What follows belongs to an exercise in optimizing a design on an open flow for small area, a short achievable clock period and few clock cycles; a production flow would make more cautious choices.
Function was not checked in any run shown here: the RTL went through the layout flow alone.
Power figures rest on the tool's default switching activity, not on a simulated workload.

==> flow/design.v (outline; a module is shown in full before it is edited, if it fits) <==
// module mac: 382 lines
// module projeto: 53 lines
module projeto(
    input ck,
    input inicio,
    input rst,
    input [15:0] X,
    input [15:0] A,
    input [15:0] B,
    input [15:0] C,
    output pronto,
    output overflow,
    output [15:0] resultado
);
  // ...
==> flow/flow/run.sh <==
#!/bin/bash
# The standard layout (standard.sh) with these changes:
#  - the multiply-add tree, module mac, is laid out from flow/mac_cells.v, the
#    same circuit as mac in rtl/ula.v built from cells by hand (both are
#    generated by gen/mkhand.py), so that its partial products are single
#    NAND gates feeding full-adder cells of inverted polarity;
#  - synthesis skips Yosys's early "abc -fast" (SYNTH_ARGS=-noabc);
#  - port buffers use the smallest buffer, but for the X ports (buf_4).
# Registers and their names are those of the standard synthesis.
set -euo pipefail
export SYNTH_ARGS="-noabc"
export BUFFER_PORTS_ARGS="-buffer_cell sky130_fd_sc_hd__buf_1"
# ... except the X ports, whose buffers drive many gates (flow/xbuf.tcl)
export POST_GLOBAL_PLACE_TCL="$PWD/flow/xbuf.tcl"
# design.v with module mac replaced by the cell-level one
awk '/^module mac\(/ {skip = 1} !skip {print} skip && /^endmodule/ {skip = 0}' design.v > design_cells.v
grep -q '^module mac(' design_cells.v && { echo "module mac still in design_cells.v"; exit 1; }
cat flow/mac_cells.v >> design_cells.v
sed "s#CLKGATE_MAP_FILE= #CLKGATE_MAP_FILE= VERILOG_FILES=$PWD/design_cells.v #" standard.sh > standard_cells.sh
grep -q "VERILOG_FILES=$PWD/design_cells.v" standard_cells.sh
bash standard_cells.sh > standard.log 2>&1
==> flow/flow/xbuf.tcl <==
set db [ord::get_db]
set block [ord::get_db_block]
set big [$db findMaster sky130_fd_sc_hd__buf_4]
foreach bterm [$block getBTerms] {
  if { ![string match {X\[*} [$bterm getName]] } { continue }
  set net [$bterm getNet]
  foreach iterm [$net getITerms] {
    set inst [$iterm getInst]
    if { [string match sky130_fd_sc_hd__buf_* [[$inst getMaster] getName]] } {
      $inst swapMaster $big
      puts "xbuf: [$inst getName] of [$bterm getName] -> sky130_fd_sc_hd__buf_4"
    }
  }
}
==> flow/standard.sh <==
#!/bin/bash
# synth_recipe.tcl (not shown) runs the flow's synth.tcl, then flattens the netlist and writes it again
# the make line also repeats each setting of config.mk as NAME=value (left out here)
make -C /OpenROAD-flow-scripts/flow DESIGN_CONFIG=/design/flow/config.mk WORK_HOME=/design/flow/orfs CLKGATE_MAP_FILE= SYNTH_SCRIPT=/design/flow/synth_recipe.tcl "${@:-finish}"
==> flow/config.mk <==
export PLATFORM = sky130hd
export DESIGN_NAME = projeto
export DESIGN_NICKNAME = projeto
export VERILOG_FILES = /design/flow/design.v
export SDC_FILE = /design/flow/constraint.sdc
export NUM_CORES = 4
export LEC_CHECK = 0
export CAP_MARGIN = 20
export CORE_MARGIN = 2
export CORE_UTILIZATION = 60
export CTS_BUF_LIST = sky130_fd_sc_hd__clkbuf_4 sky130_fd_sc_hd__clkbuf_8
export SETUP_SLACK_MARGIN = 4.0
export SLEW_MARGIN = 20
==> flow/constraint.sdc <==
create_clock -name core_clock -period 9.5 [get_ports {ck}]
set_input_delay 1.9000 -clock core_clock [delete_from_list [all_inputs] [get_ports {ck}]]
set_output_delay 1.9000 -clock core_clock [all_outputs]
set_load 0.01 [all_outputs]
Not shown: flow/flow/mac_cells.v
==> metrics.md, run 1 <==
| Metric | Value |
|---|---|
| Fill cells | 692 |
| Die area | 8950 um2 |
| Setup TNS Final | 0 ps |
| GR Util met2 | 0.470 |
| IR drop worst, VDD | 0.299 mV |
| H-Tree Depth | 2 |
| Multiplexer share of the synthesized area | 0.0691 |
| Clk root buf | clkbuf_8 |
| Achievable Freq | 0.190 GHz |
| Worst path max stage delay | 510 ps |
| Metal3 WL | 544 um |
| Setup WS pre-CTS | 3600 ps |
| Setup Crit Path Kind | register to register |
| Switching power | 975 uW |
| RSZ-0062 raised after global routing | no |
| Synth top area share | 0.427 |
| WL met2 | 5.81 mm |
| Inst Count DP | 649 |
| Final setup fails | 0 |
| Non-clk invs | 28 |
| Setup slack, reg-to-reg | 4240 ps |
| Area Overhead vs Synth | 8.56% |
| GRT overflow | 0 |
| Avg WL per Cell | 17.6 um |
| Final Cell Area | 5350 um2 |
| Max-slew violations | 0 |
| Yosys cell types | 39 |
| Min Tclk post-route | 5260 ps |
| CTS max path bufs | 2 |
| Register share of the cell area | 0.131 |
| Status | complete, no violations |
| Die width | 94.6 um |
| Grt peak-use layer | met2 |
| Non-clock buffer share of cell area | 0.0702 |
| Hold depth | 6 |
| CTS Hold Bufs | 0 |
| DP Wirelength | 9.39 mm |
| # DRC | 0 |
| Top post-synthesis cells by area | fa_1 (43%), dfxtp_1 (14%), nand2_1 (11%) |
| R2R cell count | 17 |
| Skew final | 4.43 ps |
| FFs & Latches | 35 |
==> run 2, diff against run 1 <==
--- a/flow/config.mk
+++ b/flow/config.mk
@@ -10,4 +10,4 @@
 export CORE_UTILIZATION = 60
 export CTS_BUF_LIST = sky130_fd_sc_hd__clkbuf_4 sky130_fd_sc_hd__clkbuf_8
-export SETUP_SLACK_MARGIN = 4.0
+export SETUP_SLACK_MARGIN = 4.7
 export SLEW_MARGIN = 20
==> metrics.md, run 2 <==
| Metric | Value |
|---|---|
| GRT overflow | 0 (unchanged) |
| Ys async rst share | 0 |
| GR met1 Demand/Resource | 0.390 |
| # DRC | 0 (unchanged) |
| Post-synth EDFFs | 0 |
| Most used cell, CP | fa_1 |
| DP Wirelength | 9.52 mm (+1.4%) |
| Grt peak-use layer | met2 |
| Top FF cell, synth | dfxtp_1 |
| Layout cells sized above 1 | 0.181 |
| Max-Cap Viols | 0 |
| Ant. Diodes | 0 |
| Avg WL per Cell | 18.7 um (+6.6%) |
| Final period utilization | 0.511 |
| Worst path required time | 9670 ps |
| Yosys warns | 1 |
| Maximum fanout along the worst path | 6 |
| Class of the worst hold path | register to register |
| Max-slew violations | 0 (unchanged) |
| Total Routing Usage GR | 0.281 |
| Clk root buf | clkbuf_8 |
| Port Buf Inserts | 84 |
| Hold depth | 4 (-2) |
| Power per cell area | 363 nW/um2 |
| Count leader, synth | nand2_1 |
| Area of the core | 8090 um2 |
| Reg-to-reg critical path endpoint | qb[14]$_DFF_P_ |
| Num rows | 33 |
| Antenna viol nets, final | 0 |
| Static leakage | 0.00228 uW |
| Num ports | 85 |
| Area leader, netlist | fa_1 |
| WL final | 12.8 mm |
| Die width | 94.6 um (unchanged) |
| Starting Density | 0.609 |
| Nets | 769 |
| Top register by number of flip-flops | qa |
| Clk Latency, worst-skew pair | 300 ps |
| Initial antenna violation count | 0 |
| Arrival time worst endpoint | 5020 ps |
| Most common cell after layout, fill and taps aside | nand2_1 |
| GR Util met2 | 0.459 (-0.0118) |
| Slowest CP cell | fa_1 |
| Skew final | 6.88 ps (+2.45 ps) |
| Setup WS pre-CTS | 4090 ps (+498 ps) |
| Final setup fails | 0 (unchanged) |
| H-Tree Depth | 2 (unchanged) |
| Syn avg cell area | 10.1 um2 |
| Achievable Freq | 0.206 GHz (+8.4%) |
| Router iterations before antenna repair | 7 |
| Inst Count DP | 649 (unchanged) |
| Most frequent cells in the layout | nand2_1 (135), fa_1 (94), buf_1 (67), dfxtp_1 (35), buf_4 (30) |
| Levels on crit path | 17 |
| Worst Path Buf+Inv | 2 |
| Setup Crit Path Kind | register to register |
| Global-route wire length before repair | 18.5 mm |
| Die Height | 94.6 um |
| Worst path max stage delay | 590 ps (+80 ps) |
| Final WS setup | 4650 ps |
| Min Tclk post-route | 4850 ps (-409 ps) |
| CTS max path bufs | 2 (unchanged) |
| HP Start | qa[0]$_DFF_P_ |
| IR drop worst, VDD | 0.382 mV (+28%) |
| Met3 Use GR | 0.0423 |
| Largest register FFs | 16 |
| Critical R2R Launch | qb[1]$_DFF_P_ |
| Synth top area share | 0.427 (unchanged) |
| Hold endpoint | qa[0]$_DFF_P_ |
| Die area | 8950 um2 (unchanged) |
| Setup TNS Final | 0 ps (unchanged) |
| Final hold violations | 0 |
| CP Launch Point | qb[1]$_DFF_P_ |
| Status | complete, no violations |
| Delay-heaviest family, CP | adder cells |
| Register bit count reported by yosys | 35 |
| Final std cells w/o fill | 684 |
| Via count | 3,868 |
| Fill cells | 627 (-9.4%) |
| Rel. slew slack | 0.122 |
| RSZ-0062 raised after global routing | yes |
| Yosys cell types | 39 (unchanged) |
| Setup slack, reg-to-reg | 4650 ps (+410 ps) |
| Cts bufs inserted | 5 |
| Post-synthesis sequential area ratio | 0.142 |
| DRT iter0 DRCs | 175 |
| Worst Tran Pin Value | 1320 ps |
| Top post-synthesis cells by area | fa_1 (43%), dfxtp_1 (14%), nand2_1 (11%) |
| Mapped Area | 4930 um2 |
| CP Cell Sequence | inv_1, ha_1, ha_2, inv_2, fa_2, nor4_4, a31oi_4, o21bai_1, a21oi_1, xnor2_1, mux2_4, nand2_2, fa_1, fa_1, fa_2, fa_1, fa_1 |
| Total power | 2110 uW |
| Largest net degree at the start of global routing | 22 |
| Vias in the first global route | 3,645 |
| Clk sink count | 35 |
| Syn_nets | 677 |
| Synth Instances | 486 |
| Nature of the critical path endpoint | register |
| Top cells by count, synth | nand2_1 (140), fa_1 (105), dfxtp_1 (35) |
| Via/cell ratio | 5.65 |
| CP Launch Type | register |
| Clock Pin Slew Worst Setup and Hold Paths | 70 ps |
| Area Overhead vs Synth | 17.9% |
| Top Registers | qa x16, qb x11, ql x3 |
| R2R cell count | 17 (unchanged) |
| CTS tree | done |
-- run 2: cell counts after synthesis --
No cell type changed its count.
-- run 2: cell type report --
type | count | area (um2) | area share
Inverter | 28 | 105 | 0.0181
Multi-Input combinational cell | 398 | 4140 | 0.712
Sequential cell | 35 | 701 | 0.121
Clock inverter | 1 | 5.00 | 0.000861
Tap cell | 105 | 131 | 0.0226
Clock buffer | 7 | 83.8 | 0.0144
Timing Repair Buffer | 110 | 646 | 0.111
-- run 2: kinds of logic (layout without fill, tap and decap cells) --
logic type               after synthesis  after routing  share of synthesized area
AND/OR/NAND/NOR                      177            177                      0.157
XOR/XNOR                              29             29                     0.0515
adder cells (fa/ha/maj)              124            124                      0.475
flip-flops                            35             35                      0.142
buffers and inverters                 54            146                     0.0609
AO/OA/AOI/OAI                         35             35                     0.0444
multiplexers                          32             33                     0.0691
-- run 2: power by group --
part	switching (uW)	internal, uW	total [uW]
combinational	957	764	1720
clock	56.0	57.2	113
sequential	31.7	246	277
total	1040	1070	2110
-- run 2: layer usage --
| metal | wire, um | part of all wire | vias up |
|---|---|---|---|
| met2 | 6350 | 0.50 | 175 |
| met5 | 0 | 0 | - |
| met4 | 329 | 0.026 | 0 |
| met1 | 5280 | 0.41 | 1933 |
| li1 | - | - | 1737 |
| met3 | 861 | 0.067 | 23 |
-- run 2: how the worst max path moves through the flow --
stage | end | slack (ps)
floorplan | qb[14]$_DFF_P_ | 4620
global placement | qb[14]$_DFF_P_ | 4030
detailed placement | qb[14]$_DFF_P_ | 4090
CTS | qb[14]$_DFF_P_ | 4610
global route | qb[14]$_DFF_P_ | 4450
finish | qb[14]$_DFF_P_ | 4650
-- run 2: repair_timing --
action / in CTS / in global routing
gates cloned: 0 / 1
setup buffers: 6 / 20
setup endpoints to repair: 15 / 17
pin swaps: 2 / 30
resized for setup: 9 / 57
hold buffers: 0 / 0
-- run 2: stage by stage --
stage                     cell area [um2]  hold slack (ps)  utilization
final                                5810              915        0.718
after global routing                 5810              955        0.718
after CTS                            5440              909        0.672
after detailed placement             5260              891        0.650
after global placement               5200              875        0.642
after floorplan                      4950              703            -
-- run 2: worst register-to-register path, cell delays in order (launching register included) --
cell and delay, ps:
dfxtp_1 310, inv_1 40, ha_1 270, ha_2 190
inv_2 40, fa_2 390, nor4_4 240, a31oi_4 180
o21bai_1 170, a21oi_1 90, xnor2_1 200, mux2_4 260
nand2_2 80, fa_1 590, fa_1 450, fa_2 350
fa_1 500, fa_1 400

## re-timing with driven ports
No port has a modelled driver above. Below, the same layouts with a new extraction and two added sets of constraints. Step 1 assumes that a clkbuf_16 drives the clock port and a buf_2 every other input. Step 2 also shifts input and output timing later by t, the mid clock arrival at the registers, as if the neighbouring blocks saw the same clock. Slacks: ideal ports / drivers / drivers and shift; pairs: ideal ports / drivers.
| run | shift t [ns] | setup WS [ns] | latest minus earliest clock arrival (ns) | slew at the worst register clock pin (ns) |
|---|---|---|---|---|
| run 1 | 0.314 | 4.240 / 4.240 / 3.950 | 0.004 / 0.004 | 0.07 / 0.07 |
| run 2 | 0.327 | 4.649 / 4.649 / 4.365 | 0.007 / 0.007 | 0.08 / 0.08 |
After both steps setup and hold are still met in every run listed. The setup slack of run 1, which loses most, moves by 0.000 ns with the drivers and by -0.290 ns with both steps.
